Background: an optimization exercise with open tools, aiming at small area and a short achievable clock period. Do not read the settings as production practice.
Only simulation tests tie the RTL to the original design; equivalence was not proved.
Power figures rest on the tool's default switching activity, not on a simulated workload.

Setup of try-quartz:
// dataPath
module dataPath (
  input  logic [13:0] instruction,
  input  logic        clk,
  input  logic        rst,
  output logic        flag_zero,
  output logic        flag_negative,
  output logic        flag_carry,
  output logic        flag_overflow
);
  logic [1:0] op;
  logic [3:0] wa, ra1, ra2;
  assign op  = instruction[13:12];
  assign wa  = instruction[11:8];
  assign ra1 = instruction[7:4];
  assign ra2 = instruction[3:0];
  logic [31:0] R [0:15];
  logic [31:0] a, b;           
  logic [15:0] s1, s2, we;
  always_comb begin
    for (int j = 0; j < 16; j++) begin
      s1[j] = ~rst & (ra1 == 4'(j));
      s2[j] = ~rst & (ra2 == 4'(j));
      we[j] =  rst | (wa  == 4'(j));
    end
  end
  logic [31:0] rd1_n, rd2_n;
  logic [511:0] R_flat;
  always_comb
    for (int j = 0; j < 16; j++) R_flat[32*j +: 32] = R[j];
  read_sel u_rs1 (.s(s1), .Rf(R_flat), .q(rd1_n));
  read_sel u_rs2 (.s(s2), .Rf(R_flat), .q(rd2_n));
  always_ff @(posedge clk) begin
    a <= rd1_n;
    b <= rd2_n;
  end
  logic [31:0] p, g, o;
  assign p = a ^ b;
  assign g = a & b;
  assign o = a | b;
  logic [32:0] ca_b, cs_b;
  always_comb begin
  ...
clock: 28.0 ns
lec_check: 0
cap_margin: 5
core_margin: 2
core_utilization: 50
cts_cluster_diameter: 100
cts_cluster_size: 28
slew_margin: 5
synth_hierarchical: 1
synth_minimum_keep_size: 0
standard.sh (not shown) runs the stock make flow with config.mk's settings and CLKGATE_MAP_FILE= SYNTH_SCRIPT=/design/flow/synth_recipe.tcl, a recipe that flattens the netlist after the stock synthesis.
==> flow/flow/run.sh <==
#!/bin/bash
# Layout flow: the standard ORFS flow (standard.sh, synthesis unchanged)
# with these changes to how the layout is made:
#  - the port buffers that buffer_ports inserts on every input and output
#    are sky130_fd_sc_hd__buf_2 cells rather than the tool's default pick;
#  - clock tree synthesis uses larger sink clusters and no dummy loads;
#  - before global routing, flow/tighten.tcl runs one more setup repair
#    pass with a larger setup margin.
# Each tool's full output stays in orfs/logs/ (one log per step); make's
# output goes to standard.log in this folder.
set -euo pipefail
here=$(pwd)
export BUFFER_PORTS_ARGS="-buffer_cell sky130_fd_sc_hd__buf_2"
export CTS_ARGS="-sink_clustering_enable -repair_clock_nets -sink_clustering_size 28 -sink_clustering_max_diameter 100 -dont_use_dummy_load"
export PRE_GLOBAL_ROUTE_TCL="$here/flow/tighten.tcl"
bash standard.sh > standard.log 2>&1
==> flow/flow/tighten.tcl <==
# Sourced by ORFS's global_route step (PRE_GLOBAL_ROUTE_TCL) before global
# routing: one more setup repair pass on the placed, clock-tree-synthesized
# design, asking for extra slack on the input-to-output flag paths so the
# resizer sizes their few cells up. The SDC is unchanged.
estimate_parasitics -placement
repair_timing -setup -setup_margin 16.8 -match_cell_footprint -verbose
detailed_placement
check_placement -verbose
estimate_parasitics -placement
report_checks -path_delay max -format end -group_path_count 4
#### Input delta (try-sierra over try-quartz)
- a change of CTS_CLUSTER_SIZE from 28 to 24
- a change of CTS_CLUSTER_DIAMETER from 100 to 80
diff --git a/flow/flow/run.sh b/flow/flow/run.sh
--- a/flow/flow/run.sh
+++ b/flow/flow/run.sh
@@ -12,5 +12,5 @@
 here=$(pwd)
 export BUFFER_PORTS_ARGS="-buffer_cell sky130_fd_sc_hd__buf_2"
-export CTS_ARGS="-sink_clustering_enable -repair_clock_nets -sink_clustering_size 28 -sink_clustering_max_diameter 100 -dont_use_dummy_load"
+export CTS_ARGS="-sink_clustering_enable -repair_clock_nets -sink_clustering_size 24 -sink_clustering_max_diameter 80 -dont_use_dummy_load"
 export PRE_GLOBAL_ROUTE_TCL="$here/flow/tighten.tcl"
 bash standard.sh > standard.log 2>&1
## What came out
Final cell area: try-sierra above try-quartz. In terms of final wirelength, try-sierra and try-quartz differ only marginally. Diff try-quartz -> try-sierra | area growth from synthesis to layout | increase of 0.50 points. Looking at sum of met3 wire segment lengths after detailed routing, try-sierra sits 2.1% higher than try-quartz does. Diff try-quartz..try-sierra | maximum frequency from static timing analysis | negligible. | number of global-route vias before repair | try-sierra vs try-quartz | ≈ equal |. Looking only at number of clock-tree buffers in the layout, and setting everything else aside, the lower value of try-sierra and try-quartz goes to try-quartz. The wire length of the first global-routing pass on try-quartz is in line with that on try-sierra. There was hardly any difference in non-clock buffer contribution to total cell area between try-quartz and try-sierra.

---

dataPath, a different RTL version from the one above (not shown whole).
Size: roughly 2000 cells after synthesis, about 580 flip-flops, roughly 20 I/O pins, ~0.027 mm2 of cells after synthesis.
export LEC_CHECK = 0
export CAP_MARGIN = 20
export CORE_MARGIN = 2
export CORE_UTILIZATION = 50
export CTS_CLUSTER_DIAMETER = 100
export CTS_CLUSTER_SIZE = 40
export SLEW_MARGIN = 20
export SYNTH_HIERARCHICAL = 1
export SYNTH_MINIMUM_KEEP_SIZE = 0
create_clock -name core_clock -period 28.0 [get_ports {clk}]
==> flow/flow/run.sh <==
#!/bin/bash
# Layout flow: the standard ORFS flow (standard.sh, synthesis unchanged)
# with these changes to how the layout is made:
#  - the port buffers that buffer_ports inserts on every input and output
#    are sky130_fd_sc_hd__buf_2 cells rather than the tool's default pick;
#  - clock tree synthesis uses larger sink clusters and no dummy loads;
#  - before global routing, flow/tighten.tcl runs one more setup repair
#    pass with a larger setup margin.
# Each tool's full output stays in orfs/logs/ (one log per step); make's
# output goes to standard.log in this folder.
set -euo pipefail
here=$(pwd)
export BUFFER_PORTS_ARGS="-buffer_cell sky130_fd_sc_hd__buf_2"
export CTS_ARGS="-sink_clustering_enable -repair_clock_nets -sink_clustering_size 24 -sink_clustering_max_diameter 80 -dont_use_dummy_load"
export PRE_GLOBAL_ROUTE_TCL="$here/flow/tighten.tcl"
bash standard.sh > standard.log 2>&1
Scripts as last shown in full above: flow/flow/tighten.tcl
Next try:
Settings changed: CAP_MARGIN 20 to 5, CTS_CLUSTER_DIAMETER 100 to 80, CTS_CLUSTER_SIZE 40 to 24, SLEW_MARGIN 20 to 5.
The changed run completed with no timing, DRC or antenna violations.
Worst hold slack degrades by 0.0065 ns.
Worst setup slack is about the same.
Maximum frequency stays flat.
Cell count barely changes.
Register-to-register slack loses 0.09 ns.
Power stays flat.
Combinational power barely changes.
Final area stays flat.
Via count hardly moves.
Wire length is about the same.

[separate check: timing with driven ports]
Ports are ideal in the flow. The routed layouts listed here were re-timed in OpenROAD. Step 1: set_driving_cell puts a clkbuf_16 on clk and a buf_2 on each other input, an assumption about the parent block. Step 2 also shifts input and output timing later by t, the mid clock arrival at the registers, as if the neighbouring blocks saw the same clock. Three values: no drivers, after step 1, after step 2; two values: the first two.
| run | t (ns) | setup slack, ns | worst setup path at the end | worst slew at a driven data input, ns |
|---|---|---|---|---|
| try-quartz | 0.639 | 16.248 / 16.182 / 16.182 | input to output | 0.06 |
| try-sierra | 0.665 | 16.246 / 16.180 / 16.180 | input to output | 0.06 |
| the first run of note 2 | 0.679 | 16.230 / 16.162 / 16.162 | input to output | 0.10 |
| the second run of note 2 | 0.681 | 16.229 / 16.161 / 16.161 | input to output | 0.10 |
After both steps every run listed still meets setup and hold.
